This is an optimization exercise on Yosys and OpenROAD, whose aim is small area, not a production implementation.
In this exercise RTL edits were held to simulation tests only and were not proved equivalent to the original.
The clock cells of this run come from the design's own scripts or RTL, not from TritonCTS.
The clock input has no modelled driver; a real chip could not lean on it and would need a root buffer or a full tree.
Power is estimated from default activity; no workload was simulated.

<file path="flow/flow/run.sh">
#!/bin/bash
# The standard layout (the standard.sh) with these ORFS settings:
# synthesis buffers removed at floorplan, the smallest buffer on each port,
# and a hand-built one-level clock tree of four buffers (flow/manual_cts.tcl) in place of CTS.
set -e
here=$(pwd)
bash standard.sh REMOVE_ABC_BUFFERS=1 BUFFER_PORTS_ARGS="-buffer_cell sky130_fd_sc_hd__buf_1" \
  PRE_CTS_TCL=$here/flow/manual_cts.tcl finish > standard.log 2>&1
</file>
<file path="flow/flow/manual_cts.tcl">
# Clock tree built by hand before CTS (the flow's clock_tree_synthesis call is
# skipped). The registers are split by placement into a left and a right half,
# and each half into a lower and an upper part. The clock port drives one clock
# buffer per part: a larger part gets a clkbuf_16, a smaller one a clkbuf_8.
# Every register is one buffer away from the clock port.
set parts {{0.6 sky130_fd_sc_hd__clkbuf_16} {0.4 sky130_fd_sc_hd__clkbuf_8}}
set db [ord::get_db]
set block [ord::get_db_block]
set clk_net [$block findNet clk]
set sinks {}
foreach it [$clk_net getITerms] {
  set bb [[$it getInst] getBBox]
  lappend sinks [list $it [expr {([$bb xMin] + [$bb xMax]) / 2}] [expr {([$bb yMin] + [$bb yMax]) / 2}]]
}
set n [llength $sinks]
puts "manual CTS: $n sinks"
set byx [lsort -integer -index 1 $sinks]
set half [expr {$n / 2}]
set cols [list [lrange $byx 0 [expr {$half - 1}]] [lrange $byx $half end]]
set g 0
foreach col $cols {
  set byy [lsort -integer -index 2 $col]
  set m [llength $byy]
  set k0 [expr {int(round($m * [lindex $parts 0 0]))}]
  # the larger part is the lower one in the left half and the upper one in the right half
  if {$g == 0} {
    set grps [list [list [lrange $byy 0 [expr {$k0 - 1}]] [lindex $parts 0 1]] [list [lrange $byy $k0 end] [lindex $parts 1 1]]]
  } else {
    set k1 [expr {$m - $k0}]
    set grps [list [list [lrange $byy 0 [expr {$k1 - 1}]] [lindex $parts 1 1]] [list [lrange $byy $k1 end] [lindex $parts 0 1]]]
  }
  foreach gb $grps {
    lassign $gb grp cell
    set sx 0; set sy 0
    foreach s $grp { incr sx [lindex $s 1]; incr sy [lindex $s 2] }
    set mx [expr {$sx / [llength $grp]}]
    set my [expr {$sy / [llength $grp]}]
    set inst [odb::dbInst_create $block [$db findMaster $cell] "clkbuf_man_$g"]
    set net [odb::dbNet_create $block "clknet_man_$g"]
    $net setSigType CLOCK
    [$inst findITerm A] connect $clk_net
    [$inst findITerm X] connect $net
    foreach s $grp {
      set it [lindex $s 0]
      $it disconnect
      $it connect $net
    }
    $inst setLocation $mx $my
    $inst setPlacementStatus PLACED
    puts "manual CTS: $cell $g drives [llength $grp] sinks at ($mx, $my)"
    incr g
  }
}
proc clock_tree_synthesis {args} { puts "clock_tree_synthesis skipped: manual clock tree" }
</file>
<file path="flow/standard.sh">
#!/bin/bash
# synth_recipe.tcl (not shown) runs the flow's synth.tcl, then flattens the netlist and writes it again
# the make line also repeats each setting of config.mk as NAME=value (left out here)
make -C /OpenROAD-flow-scripts/flow DESIGN_CONFIG=/design/flow/config.mk WORK_HOME=/design/flow/orfs CLKGATE_MAP_FILE= SYNTH_SCRIPT=/design/flow/synth_recipe.tcl "${@:-finish}"
</file>
<file path="flow/config.mk">
export PLATFORM = sky130hd
export DESIGN_NAME = formula
export DESIGN_NICKNAME = formula
export VERILOG_FILES = /design/flow/design.v
export SDC_FILE = /design/flow/constraint.sdc
export NUM_CORES = 4
export LEC_CHECK = 0
export CAP_MARGIN = 0
export CORE_MARGIN = 2
export CORE_UTILIZATION = 40
export GPL_TIMING_DRIVEN = 0
export SLEW_MARGIN = 0
export SYNTH_HIERARCHICAL = 1
</file>
<file path="flow/constraint.sdc">
create_clock -name core_clock -period 6.0 [get_ports {clk}]
set_input_delay 1.2000 -clock core_clock [delete_from_list [all_inputs] [get_ports {clk}]]
set_output_delay 1.2000 -clock core_clock [all_outputs]
set_load 0.01 [all_outputs]
</file>
<file path="flow/design.v">
module formula # (
	parameter LEN = 8
) (
	input                         clk,
	input                         rst,
	input  signed [    LEN - 1:0] a,
	input  signed [    LEN - 1:0] b,
	input  signed [    LEN - 1:0] c,
	input  signed [    LEN - 1:0] d,
	input                         input_vld,
	output signed [3 * LEN - 1:0] res,
	output                        res_overflow,
	output                        output_vld
);
	logic [4:0] vld;
	always_ff @(posedge clk or posedge rst)
		if (rst) vld <= '0;
		else     vld <= {vld[3:0], input_vld};
	wire na1;
	wire na2;
	wire na3;
	wire na4;
	wire na5;
	wire na6;
	wire na7;
	wire na8;
	wire nc9;
	wire nc10;
	wire nc11;
	wire nc12;
	wire nc13;
	wire nc14;
	wire nc15;
	wire nc16;
	wire s17, c17;
	wire s18, c18;
	wire s19, c19;
	wire s20, c20;
	wire s21, c21;
	wire s22, c22;
	wire s23, c23;
	wire s24, c24;
	wire ov25;
	wire s26, c26;
	wire s27, c27;
	wire s28, c28;
	wire s29, c29;
	wire s30, c30;
	wire s31, c31;
	wire s32, c32;
	wire nd33;
	wire nd34;
	wire nd35;
	wire nd36;
	wire nd37;
	wire nd38;
	wire nd39;
	assign na1 = ~a[0];
	assign na2 = ~a[1];
	assign na3 = ~a[2];
	assign na4 = ~a[3];
	assign na5 = ~a[4];
	assign na6 = ~a[5];
	assign na7 = ~a[6];
	assign na8 = ~a[7];
	assign nc9 = ~c[0];
	assign nc10 = ~c[1];
	assign nc11 = ~c[2];
	assign nc12 = ~c[3];
	assign nc13 = ~c[4];
	assign nc14 = ~c[5];
	assign nc15 = ~c[6];
	assign nc16 = ~c[7];
	ha_bit u17 (.a(na1), .b(b[0]), .s(s17), .co(c17));
	fa_bit u18 (.a(na2), .b(b[1]), .ci(c17), .s(s18), .co(c18));
	fa_bit u19 (.a(na3), .b(b[2]), .ci(c18), .s(s19), .co(c19));
	fa_bit u20 (.a(na4), .b(b[3]), .ci(c19), .s(s20), .co(c20));
	fa_bit u21 (.a(na5), .b(b[4]), .ci(c20), .s(s21), .co(c21));
	fa_bit u22 (.a(na6), .b(b[5]), .ci(c21), .s(s22), .co(c22));
	fa_bit u23 (.a(na7), .b(b[6]), .ci(c22), .s(s23), .co(c23));
	fa_bit u24 (.a(na8), .b(b[7]), .ci(c23), .s(s24), .co(c24));
	assign ov25 = c23 ^ c24;
	fa_bit u26 (.a(nc11), .b(nc10), .ci(nc9), .s(s26), .co(c26));
	fa_bit u27 (.a(nc12), .b(nc11), .ci(c26), .s(s27), .co(c27));
	fa_bit u28 (.a(nc13), .b(nc12), .ci(c27), .s(s28), .co(c28));
	fa_bit u29 (.a(nc14), .b(nc13), .ci(c28), .s(s29), .co(c29));
	fa_bit u30 (.a(nc15), .b(nc14), .ci(c29), .s(s30), .co(c30));
	fa_bit u31 (.a(nc16), .b(nc15), .ci(c30), .s(s31), .co(c31));
	fa_bit u32 (.a(nc16), .b(nc16), .ci(c31), .s(s32), .co(c32));
	assign nd33 = ~d[0];
	assign nd34 = ~d[1];
	assign nd35 = ~d[2];
	assign nd36 = ~d[3];
	assign nd37 = ~d[4];
	assign nd38 = ~d[5];
	assign nd39 = ~d[6];
	logic [7:0] nx1, nd1;
	logic [9:0] ny1;
	logic       ov1;
	always_ff @(posedge clk) begin
		nx1 <= {s24, s23, s22, s21, s20, s19, s18, s17};
		ov1 <= ov25;
		ny1 <= {c32, s32, s31, s30, s29, s28, s27, s26, nc10, c[0]};
		nd1 <= {d[7], nd39, nd38, nd37, nd36, nd35, nd34, nd33};
	end
	wire bt40;
	wire bs41;
	wire pp42;
	wire pp43;
	wire pp44;
	wire pp45;
	wire pp46;
	wire pp47;
	wire pp48;
	wire pp49;
	wire pp50;
	wire pp51;
	wire pp52;
	wire bn53, bt53, bs53;
	wire pp54;
	wire pp55;
	wire pp56;
	wire pp57;
	wire pp58;
	wire pp59;
	wire pp60;
	wire pp61;
	wire pp62;
	wire pp63;
	wire pp64;
	wire bn65, bt65, bs65;
	wire pp66;
	wire pp67;
	wire pp68;
	wire pp69;
	wire pp70;
	wire pp71;
	wire pp72;
	wire pp73;
	wire pp74;
	wire pp75;
	wire pp76;
	wire bn77, bt77, bs77;
	wire pp78;
	wire pp79;
	wire pp80;
	wire pp81;
	wire pp82;
	wire pp83;
	wire pp84;
	wire pp85;
	wire pp86;
	wire pp87;
	wire pp88;
	wire s89, c89;
	wire s90, c90;
	wire s91, c91;
	wire s92, c92;
	wire s93, c93;
	wire s94, c94;
	wire s95, c95;
	wire s96, c96;
	wire s97, c97;
	wire s98, c98;
	wire s99, c99;
	wire s100, c100;
	wire s101, c101;
	wire s102, c102;
	wire s103, c103;
	wire s104, c104;
	wire s105, c105;
	wire s106, c106;
	wire s107, c107;
	wire s108, c108;
	wire s109, c109;
	wire s110, c110;
	wire s111, c111;
	wire s112, c112;
	wire s113, c113;
	wire s114, c114;
	wire s115, c115;
	wire s116, c116;
	wire s117, c117;
	wire s118, c118;
	wire s119, c119;
	wire s120, c120;
	wire s121, c121;
	wire s122, c122;
	wire s123, c123;
	wire s124, c124;
	wire s125, c125;
	wire s126, c126;
	wire s127, c127;
	wire s128, c128;
	wire s129, c129;
	wire s130, c130;
	wire s131, c131;
	wire s132, c132;
	wire s133, c133;
	wire s134;
	assign bt40 = nx1[1] | ~nx1[0];
	assign bs41 = ~nx1[1];
	booth_pp0 u42 (.n1(nx1[0]), .ny0(ny1[0]), .s(bs41), .p(pp42));
	booth_pp u43 (.n1(nx1[0]), .n2(bt40), .ny0(ny1[1]), .ny1(ny1[0]), .s(bs41), .p(pp43));
	booth_pp u44 (.n1(nx1[0]), .n2(bt40), .ny0(ny1[2]), .ny1(ny1[1]), .s(bs41), .p(pp44));
	booth_pp u45 (.n1(nx1[0]), .n2(bt40), .ny0(ny1[3]), .ny1(ny1[2]), .s(bs41), .p(pp45));
	booth_pp u46 (.n1(nx1[0]), .n2(bt40), .ny0(ny1[4]), .ny1(ny1[3]), .s(bs41), .p(pp46));
	booth_pp u47 (.n1(nx1[0]), .n2(bt40), .ny0(ny1[5]), .ny1(ny1[4]), .s(bs41), .p(pp47));
	booth_pp u48 (.n1(nx1[0]), .n2(bt40), .ny0(ny1[6]), .ny1(ny1[5]), .s(bs41), .p(pp48));
	booth_pp u49 (.n1(nx1[0]), .n2(bt40), .ny0(ny1[7]), .ny1(ny1[6]), .s(bs41), .p(pp49));
	booth_pp u50 (.n1(nx1[0]), .n2(bt40), .ny0(ny1[8]), .ny1(ny1[7]), .s(bs41), .p(pp50));
	booth_pp u51 (.n1(nx1[0]), .n2(bt40), .ny0(ny1[9]), .ny1(ny1[8]), .s(bs41), .p(pp51));
	booth_ppn9 u52 (.n1(nx1[0]), .n2(bt40), .ny0(ny1[9]), .s(bs41), .p(pp52));
	booth_enc u53 (.nh(nx1[3]), .nm(nx1[2]), .nl(nx1[1]), .n1(bn53), .n2(bt53), .s(bs53));
	booth_pp0 u54 (.n1(bn53), .ny0(ny1[0]), .s(bs53), .p(pp54));
	booth_pp u55 (.n1(bn53), .n2(bt53), .ny0(ny1[1]), .ny1(ny1[0]), .s(bs53), .p(pp55));
	booth_pp u56 (.n1(bn53), .n2(bt53), .ny0(ny1[2]), .ny1(ny1[1]), .s(bs53), .p(pp56));
	booth_pp u57 (.n1(bn53), .n2(bt53), .ny0(ny1[3]), .ny1(ny1[2]), .s(bs53), .p(pp57));
	booth_pp u58 (.n1(bn53), .n2(bt53), .ny0(ny1[4]), .ny1(ny1[3]), .s(bs53), .p(pp58));
	booth_pp u59 (.n1(bn53), .n2(bt53), .ny0(ny1[5]), .ny1(ny1[4]), .s(bs53), .p(pp59));
	booth_pp u60 (.n1(bn53), .n2(bt53), .ny0(ny1[6]), .ny1(ny1[5]), .s(bs53), .p(pp60));
	booth_pp u61 (.n1(bn53), .n2(bt53), .ny0(ny1[7]), .ny1(ny1[6]), .s(bs53), .p(pp61));
	booth_pp u62 (.n1(bn53), .n2(bt53), .ny0(ny1[8]), .ny1(ny1[7]), .s(bs53), .p(pp62));
	booth_pp u63 (.n1(bn53), .n2(bt53), .ny0(ny1[9]), .ny1(ny1[8]), .s(bs53), .p(pp63));
	booth_ppn9 u64 (.n1(bn53), .n2(bt53), .ny0(ny1[9]), .s(bs53), .p(pp64));
	booth_enc u65 (.nh(nx1[5]), .nm(nx1[4]), .nl(nx1[3]), .n1(bn65), .n2(bt65), .s(bs65));
	booth_pp0 u66 (.n1(bn65), .ny0(ny1[0]), .s(bs65), .p(pp66));
	booth_pp u67 (.n1(bn65), .n2(bt65), .ny0(ny1[1]), .ny1(ny1[0]), .s(bs65), .p(pp67));
	booth_pp u68 (.n1(bn65), .n2(bt65), .ny0(ny1[2]), .ny1(ny1[1]), .s(bs65), .p(pp68));
	booth_pp u69 (.n1(bn65), .n2(bt65), .ny0(ny1[3]), .ny1(ny1[2]), .s(bs65), .p(pp69));
	booth_pp u70 (.n1(bn65), .n2(bt65), .ny0(ny1[4]), .ny1(ny1[3]), .s(bs65), .p(pp70));
	booth_pp u71 (.n1(bn65), .n2(bt65), .ny0(ny1[5]), .ny1(ny1[4]), .s(bs65), .p(pp71));
	booth_pp u72 (.n1(bn65), .n2(bt65), .ny0(ny1[6]), .ny1(ny1[5]), .s(bs65), .p(pp72));
	booth_pp u73 (.n1(bn65), .n2(bt65), .ny0(ny1[7]), .ny1(ny1[6]), .s(bs65), .p(pp73));
	booth_pp u74 (.n1(bn65), .n2(bt65), .ny0(ny1[8]), .ny1(ny1[7]), .s(bs65), .p(pp74));
	booth_pp u75 (.n1(bn65), .n2(bt65), .ny0(ny1[9]), .ny1(ny1[8]), .s(bs65), .p(pp75));
	booth_ppn9 u76 (.n1(bn65), .n2(bt65), .ny0(ny1[9]), .s(bs65), .p(pp76));
	booth_enc u77 (.nh(nx1[7]), .nm(nx1[6]), .nl(nx1[5]), .n1(bn77), .n2(bt77), .s(bs77));
	booth_pp0 u78 (.n1(bn77), .ny0(ny1[0]), .s(bs77), .p(pp78));
	booth_pp u79 (.n1(bn77), .n2(bt77), .ny0(ny1[1]), .ny1(ny1[0]), .s(bs77), .p(pp79));
	booth_pp u80 (.n1(bn77), .n2(bt77), .ny0(ny1[2]), .ny1(ny1[1]), .s(bs77), .p(pp80));
	booth_pp u81 (.n1(bn77), .n2(bt77), .ny0(ny1[3]), .ny1(ny1[2]), .s(bs77), .p(pp81));
	booth_pp u82 (.n1(bn77), .n2(bt77), .ny0(ny1[4]), .ny1(ny1[3]), .s(bs77), .p(pp82));
	booth_pp u83 (.n1(bn77), .n2(bt77), .ny0(ny1[5]), .ny1(ny1[4]), .s(bs77), .p(pp83));
	booth_pp u84 (.n1(bn77), .n2(bt77), .ny0(ny1[6]), .ny1(ny1[5]), .s(bs77), .p(pp84));
	booth_pp u85 (.n1(bn77), .n2(bt77), .ny0(ny1[7]), .ny1(ny1[6]), .s(bs77), .p(pp85));
	booth_pp u86 (.n1(bn77), .n2(bt77), .ny0(ny1[8]), .ny1(ny1[7]), .s(bs77), .p(pp86));
	booth_pp u87 (.n1(bn77), .n2(bt77), .ny0(ny1[9]), .ny1(ny1[8]), .s(bs77), .p(pp87));
	booth_ppn9 u88 (.n1(bn77), .n2(bt77), .ny0(ny1[9]), .s(bs77), .p(pp88));
	xnor_bit u89a (.a(nd1[0]), .b(bs53), .y(s89));
	or_bit u89b (.a(nd1[0]), .b(bs53), .y(c89));
	fa_bit u90 (.a(s89), .b(pp44), .ci(pp54), .s(s90), .co(c90));
	fa_bit u91 (.a(nd1[1]), .b(c89), .ci(pp45), .s(s91), .co(c91));
	fa_bit u92 (.a(pp55), .b(c90), .ci(s91), .s(s92), .co(c92));
	fa_bit u93 (.a(nd1[2]), .b(bs65), .ci(pp46), .s(s93), .co(c93));
	fa_bit u94 (.a(pp56), .b(pp66), .ci(c91), .s(s94), .co(c94));
	fa_bit u95 (.a(s93), .b(c92), .ci(s94), .s(s95), .co(c95));
	fa_bit u96 (.a(nd1[3]), .b(pp47), .ci(pp57), .s(s96), .co(c96));
	fa_bit u97 (.a(pp67), .b(c93), .ci(s96), .s(s97), .co(c97));
	fa_bit u98 (.a(c94), .b(s97), .ci(c95), .s(s98), .co(c98));
	fa_bit u99 (.a(nd1[4]), .b(bs77), .ci(pp48), .s(s99), .co(c99));
	fa_bit u100 (.a(pp58), .b(pp68), .ci(pp78), .s(s100), .co(c100));
	fa_bit u101 (.a(c96), .b(s99), .ci(s100), .s(s101), .co(c101));
	fa_bit u102 (.a(c97), .b(s101), .ci(c98), .s(s102), .co(c102));
	fa_bit u103 (.a(nd1[5]), .b(pp49), .ci(pp59), .s(s103), .co(c103));
	fa_bit u104 (.a(pp69), .b(pp79), .ci(c99), .s(s104), .co(c104));
	fa_bit u105 (.a(c100), .b(s103), .ci(c101), .s(s105), .co(c105));
	fa_bit u106 (.a(s104), .b(s105), .ci(c102), .s(s106), .co(c106));
	fa_bit u107 (.a(nd1[6]), .b(pp50), .ci(pp60), .s(s107), .co(c107));
	fa_bit u108 (.a(pp70), .b(pp80), .ci(c103), .s(s108), .co(c108));
	fa_bit u109 (.a(s107), .b(c104), .ci(s108), .s(s109), .co(c109));
	fa_bit u110 (.a(c105), .b(s109), .ci(c106), .s(s110), .co(c110));
	xnor_bit u111a (.a(nd1[7]), .b(pp51), .y(s111));
	or_bit u111b (.a(nd1[7]), .b(pp51), .y(c111));
	fa_bit u112 (.a(pp61), .b(pp71), .ci(pp81), .s(s112), .co(c112));
	fa_bit u113 (.a(c107), .b(s111), .ci(s112), .s(s113), .co(c113));
	fa_bit u114 (.a(c108), .b(s113), .ci(c109), .s(s114), .co(c114));
	fa_bit u115 (.a(pp52), .b(pp62), .ci(pp72), .s(s115), .co(c115));
	fa_bit u116 (.a(pp82), .b(c111), .ci(c112), .s(s116), .co(c116));
	fa_bit u117 (.a(s115), .b(c113), .ci(s116), .s(s117), .co(c117));
	xnor_bit u118a (.a(pp63), .b(pp73), .y(s118));
	or_bit u118b (.a(pp63), .b(pp73), .y(c118));
	fa_bit u119 (.a(pp83), .b(c115), .ci(s118), .s(s119), .co(c119));
	fa_bit u120 (.a(c116), .b(s119), .ci(c117), .s(s120), .co(c120));
	fa_bit u121 (.a(pp64), .b(pp74), .ci(pp84), .s(s121), .co(c121));
	fa_bit u122 (.a(c118), .b(s121), .ci(c119), .s(s122), .co(c122));
	xnor_bit u123a (.a(pp75), .b(pp85), .y(s123));
	or_bit u123b (.a(pp75), .b(pp85), .y(c123));
	fa_bit u124 (.a(c121), .b(s123), .ci(c122), .s(s124), .co(c124));
	fa_bit u125 (.a(pp76), .b(pp86), .ci(c123), .s(s125), .co(c125));
	xnor_bit u126a (.a(pp87), .b(c125), .y(s126));
	or_bit u126b (.a(pp87), .b(c125), .y(c126));
	ha_bit u127 (.a(bs41), .b(pp42), .s(s127), .co(c127));
	ha_bit u128 (.a(s114), .b(c110), .s(s128), .co(c128));
	fa_bit u129 (.a(s117), .b(c114), .ci(c128), .s(s129), .co(c129));
	ha_bit u130 (.a(s122), .b(c120), .s(s130), .co(c130));
	ha_bit u131 (.a(s124), .b(c130), .s(s131), .co(c131));
	fa_bit u132 (.a(s125), .b(c124), .ci(c131), .s(s132), .co(c132));
	ha_bit u133 (.a(s126), .b(c132), .s(s133), .co(c133));
	assign s134 = pp88 ^ c126 ^ c133;
	logic [16:0] s2;
	always_ff @(posedge clk)
		s2  <= ({s134, s133, s132, s131, s130, s120, s129, s128, s110, s106, s102, s98, s95, s92, s90, pp43, s127} | {1'b0, {3{ov1}}, 13'd0}) & {~ov1, 16'hffff};
	logic [1:0] bc2;
	always_ff @(posedge clk)
		bc2 <= {c129, c127} & {2{~ov1}};
	wire sg135;
	wire k136;
	wire s137, c137;
	wire s138, c138;
	wire s139, c139;
	wire s140, c140;
	wire s141, c141;
	wire s142, c142;
	wire s143, c143;
	wire s144, c144;
	wire s145, c145;
	wire s146, c146;
	wire s147, c147;
	wire s148, c148;
	wire s149, c149;
	wire s150, c150;
	wire s151, c151;
	wire s152;
	assign sg135 = s2[16] ^ (s2[15] & (s2[14] & (s2[13] & (s2[12] & ((s2[11] & (s2[10] & (s2[9] & (s2[8] & (s2[7] & (s2[6] & (s2[5] & (s2[4] & (s2[3] & (s2[2] & (s2[1] & bc2[0]))))))))))) | (s2[11] & bc2[1]) | ((s2[10] & (s2[9] & (s2[8] & (s2[7] & (s2[6] & (s2[5] & (s2[4] & (s2[3] & (s2[2] & (s2[1] & bc2[0])))))))))) & bc2[1]))))));
	assign k136 = s2[0] & sg135;
	fa_bit u137 (.a(s2[1]), .b(k136), .ci(bc2[0]), .s(s137), .co(c137));
	ha_bit u138 (.a(s2[2]), .b(c137), .s(s138), .co(c138));
	ha_bit u139 (.a(s2[3]), .b(c138), .s(s139), .co(c139));
	ha_bit u140 (.a(s2[4]), .b(c139), .s(s140), .co(c140));
	ha_bit u141 (.a(s2[5]), .b(c140), .s(s141), .co(c141));
	ha_bit u142 (.a(s2[6]), .b(c141), .s(s142), .co(c142));
	ha_bit u143 (.a(s2[7]), .b(c142), .s(s143), .co(c143));
	ha_bit u144 (.a(s2[8]), .b(c143), .s(s144), .co(c144));
	ha_bit u145 (.a(s2[9]), .b(c144), .s(s145), .co(c145));
	ha_bit u146 (.a(s2[10]), .b(c145), .s(s146), .co(c146));
	fa_bit u147 (.a(s2[11]), .b(c146), .ci(bc2[1]), .s(s147), .co(c147));
	ha_bit u148 (.a(s2[12]), .b(c147), .s(s148), .co(c148));
	ha_bit u149 (.a(s2[13]), .b(c148), .s(s149), .co(c149));
	ha_bit u150 (.a(s2[14]), .b(c149), .s(s150), .co(c150));
	ha_bit u151 (.a(s2[15]), .b(c150), .s(s151), .co(c151));
	assign s152 = s2[16] ^ c151;
	logic [15:0] r3, r4, r5;
	always_ff @(posedge clk) begin
		r3 <= {s152, s151, s150, s149, s148, s147, s146, s145, s144, s143, s142, s141, s140, s139, s138, s137};
		r4 <= r3;
		r5 <= r4;
	end
	assign output_vld   = vld[4];
	assign res_overflow = ~r5[15] & r5[14] & r5[13] & r5[12];
	assign res          = {{8{r5[15]}}, r5};
endmodule
module fa_bit (input a, input b, input ci, output s, output co);
	assign s  = a ^ b ^ ci;
	assign co = (a & b) | (a & ci) | (b & ci);
endmodule
module ha_bit (input a, input b, output s, output co);
	assign s  = a ^ b;
	assign co = a & b;
endmodule
module booth_enc (input nh, input nm, input nl, output n1, output n2, output s);
	assign n1 = ~(nm ^ nl);
	assign n2 = ~((nh ^ nm) & ~(nm ^ nl));
	assign s  = ~nh;
endmodule
module booth_pp (input n1, input n2, input ny0, input ny1, input s, output p);
	wire q;
	booth_sel u0 (.n1(n1), .n2(n2), .ny0(ny0), .ny1(ny1), .q(q));
	xor_bit u1 (.a(q), .b(s), .y(p));
endmodule
module booth_ppn (input n1, input n2, input ny0, input ny1, input s, output p);
	wire q;
	booth_sel u0 (.n1(n1), .n2(n2), .ny0(ny0), .ny1(ny1), .q(q));
	xnor_bit u1 (.a(q), .b(s), .y(p));
endmodule
module booth_pp0 (input n1, input ny0, input s, output p);
	wire q;
	nor_bit u0 (.a(n1), .b(ny0), .y(q));
	xor_bit u1 (.a(q), .b(s), .y(p));
endmodule
module booth_ppn9 (input n1, input n2, input ny0, input s, output p);
	wire q;
	booth_sel u0 (.n1(n1), .n2(n2), .ny0(ny0), .ny1(ny0), .q(q));
	xnor_bit u1 (.a(q), .b(s), .y(p));
endmodule
module or_bit (input a, input b, output y);
	assign y = a | b;
endmodule
module nor_bit (input a, input b, output y);
	assign y = ~(a | b);
endmodule
module booth_sel (input n1, input n2, input ny0, input ny1, output q);
	assign q = ~((n1 | ny0) & (n2 | ny1));
endmodule
module xor_bit (input a, input b, output y);
	assign y = a ^ b;
endmodule
module xnor_bit (input a, input b, output y);
	assign y = ~(a ^ b);
endmodule
</file>
==> out/summary.txt <==
Antenna violations before repair: 0
Power per standard cell area: 627 nW/um2
Slew margin rel.: 30.2%
Latest clock arrival within the worst-skew pair: 170 ps
Fmax: 0.185 GHz
Final Power: 3.01 mW
Worst slew pin tran: 1040 ps
Final period util: 90.0%
Cell mode on critical path: fa_1
Syn avg cell area: 13.0 um2
DIE HEIGHT: 109 um
Final number of max-transition violations: 0
Core area: 10700 um2
Worst stage delay on the critical path: 480 ps
Register bit count reported by yosys: 99
CTS clk-pin slew, worst paths: 110 ps
Arrival time worst endpoint: 5460 ps
CP Class: flop to flop
Leak pwr: 2.02 nW
Final min period: 5400 ps
Hold slack: 335 ps
Synth-to-Final Area Change: 9.53%
Placer Congestion: 0.831
Die footprint: 11800 um2
# hold bufs at CTS: 0
Num rows: 38
Iteration-0 DRC Markers: 83
Synth top area share: 42.9%
Post-placement cell area: 4730 um2
Post-Syn Area: 4390 um2
I/O pins: 61
Synth Instances: 337
Crit-path max FO: 13
Diodes inserted: 0
Final net count: 500
Layout cells sized above 1: 2.04%
Wirelength, routed: 6540 um
Post-route cell area: 4800 um2
Post-synthesis mux area share: 0.228%
Critical path required time: 6060 ps
Register area share after synthesis: 45.8%
Synth warn: 7
Initial core utilization: 40.8%
Synth area leader: dfxtp_1
CP max-delay cell: inv_1
VDD IR max: 0.278 mV
Final ANT Viol Nets: 0
Status: complete, no violations
Post-synthesis compound-gate area fraction: 6.05%
Simple-gate share of the synthesized area: 4.08%
Hold Fails Final Rpt: 0
Skew final: 10.5 ps
Detailed-route DRC error count: 0
Total global routing overflow: 0
DR pass1 iterations: 4
Distinct cell type count after synthesis: 24
First-pass GRT wire length: 11000 um
Synth Area in Adders: 28.9%
Drt wl/cell: 12.3 um
Die W: 109 um
Vias/cell: 4.55
Critical path, cell by cell: inv_1 -> nand2_1 -> o22ai_1 -> xor2_1 -> fa_1 -> fa_1 -> fa_1 -> fa_1 -> fa_1 -> fa_1 -> fa_1 -> ha_1 -> fa_1 -> nor2b_1
Unrepaired setup endpoints after global routing: no
CP Launch Type: flop
Number of post-CTS setup repair buffers: 0
Post-Synth XOR/XNOR Area: 11.2%
Setup violators final: 0
Setup TNS: 0 ps
Max-Cap Viols: 0
Worst hold path class: flop to flop
Main combinational cell family by area after synthesis: adder cells
Gr usage total: 11.3%
CP Capture Type: flop
Largest net degree at the start of global routing: 31
Number of port buffers: 60
Total number of vias: 2426
HPWL after DPL: 5030 um
Synth area leaders: dfxtp_1, fa_1, xor2_1, o22ai_1, ha_1
Vias in the first global route: 2419
Post-cts gate resize count: 0
[path summary, 6_finish.rpt]
check	start	endpoint	slack, ps	cells after the start
setup / recovery	nx1[1]	bc2[1]	600	14
hold / removal	r4[13]	r5[13]	330	0
setup reg to reg	nx1[1]	bc2[1]	600	14
hold reg to reg	r4[13]	r5[13]	330	0
max in group asynchronous	rst	vld[3]	4960	2
min in group asynchronous	rst	vld[1]	880	2
[Yosys stat by module (local to each module, per instance), excerpt]
module	flops+latches	copies in the design	area, um2	cells inside
xnor_bit	0	9	8.76	1
fa_bit	0	51	20.0	1
xor_bit	0	40	8.76	1
nor_bit	0	4	3.75	1
or_bit	0	5	6.26	1
formula	99	1	2310	154
booth_enc	0	3	30.0	5
ha_bit	0	19	12.5	1
booth_sel	0	40	6.26	1
[flip-flops by register name (all words and copies together), names as in the netlist]
register,count
s2,17
r3,16
r4,16
r5,16
ny1,10
nd1,8
nx1,8
vld,5
bc2,2
ov1,1
[cell usage after synthesis (all sizes together)]
master	instances
dfxtp	94
maj3	1
and4	1
xnor2	13
and4b	1
buf	8
nor3	1
ha	19
o22ai	40
nor2	8
inv	28
mux2i	1
dfrtp	5
nand3	1
nand2b	1
nor2b	2
a21oi	3
nand4	2
xor2	43
fa	51
nand2	3
or2	8
and3b	3
[critical path: cells and delay by family, from the launching register on]
family                   cells  cell delay (ps)
AO/OA/AOI/OAI                1              250
XOR/XNOR                     1              210
adder cells (fa/ha/maj)      9             3470
buffers and inverters        1              480
flip-flops                   1              350
AND/OR/NAND/NOR              2              550
[cells by family (layout without fill, tap and decap cells)]
family | after synthesis | count (layout)
flip-flops | 99 | 99
adder cells (fa/ha/maj) | 71 | 71
XOR/XNOR | 56 | 56
AO/OA/AOI/OAI | 43 | 43
buffers and inverters | 36 | 92
AND/OR/NAND/NOR | 31 | 31
multiplexers | 1 | 1
[cell usage in the layout (no fill, tap or decap), types with 3 or more instances in the layout]
master,count
xor2_1,43
dfxtp_1,94
or2_2,3
dfrtp_1,5
nor2_1,8
buf_1,60
or2_1,5
nand2_1,3
and3b_1,3
a21oi_1,3
fa_1,51
ha_1,19
xnor2_1,13
o22ai_1,40
inv_1,28
[routing by layer]
metal | share of wire (%) | track usage [%] | wire (um) | vias up
li1 | - | - | - | 1207
met2 | 46 | 20.4 | 3010 | 93
met5 | 0 | 0 | 0 | -
met4 | 1.5 | 1.56 | 97 | 0
met3 | 6.8 | 1.26 | 446 | 7
met1 | 46 | 15.0 | 2980 | 1119
[through the flow]
stage,util (%),setup slack [ps],cells
2_1_floorplan,-,1170,329
3_3_place_gp,44.0,668,529
3_5_place_dp,44.0,611,529
4_1_cts,44.7,604,533
5_1_grt,44.7,338,533
6_report,44.7,597,533
[power breakdown]
group          switching (mW)  internal [mW]
clock network           0.149         0.0927
logic                   0.884          0.807
registers               0.116          0.963
[final cells by class]
| class | count | area, um2 |
|---|---|---|
| fillers | 1047 | 5940 |
| multi-input cells | 202 | 2210 |
| flip-flops and latches | 99 | 2010 |
| repair buffers | 60 | 225 |
| well taps | 140 | 175 |
| inverters | 28 | 105 |
| plain buffers | 4 | 77.6 |

static timing again, ports no longer ideal:
The results above use ideal ports. As a check the final layout listed here was re-extracted and re-timed, cells and wires unchanged. Step 1: set_driving_cell puts a clkbuf_16 on clk and a buf_2 on each other input, an assumption about the parent block. Step 2 adds t to the input delays and takes it off the output delays; t is the mean of the earliest and latest rising clock arrival at the registers after step 1. Input paths then give back, and output paths get back, about the clock's delay inside the block. Three values: no drivers, after step 1, after step 2; two values: the first two.
t (ns): 0.231
setup WS [ns]: 0.597 / 0.597 / 0.597
worst data-port slew with drivers (ns): 0.03
After both steps setup and hold are still met in this run. For this run, drivers alone change the setup slack by 0.000 ns; drivers and shift together by 0.000 ns.
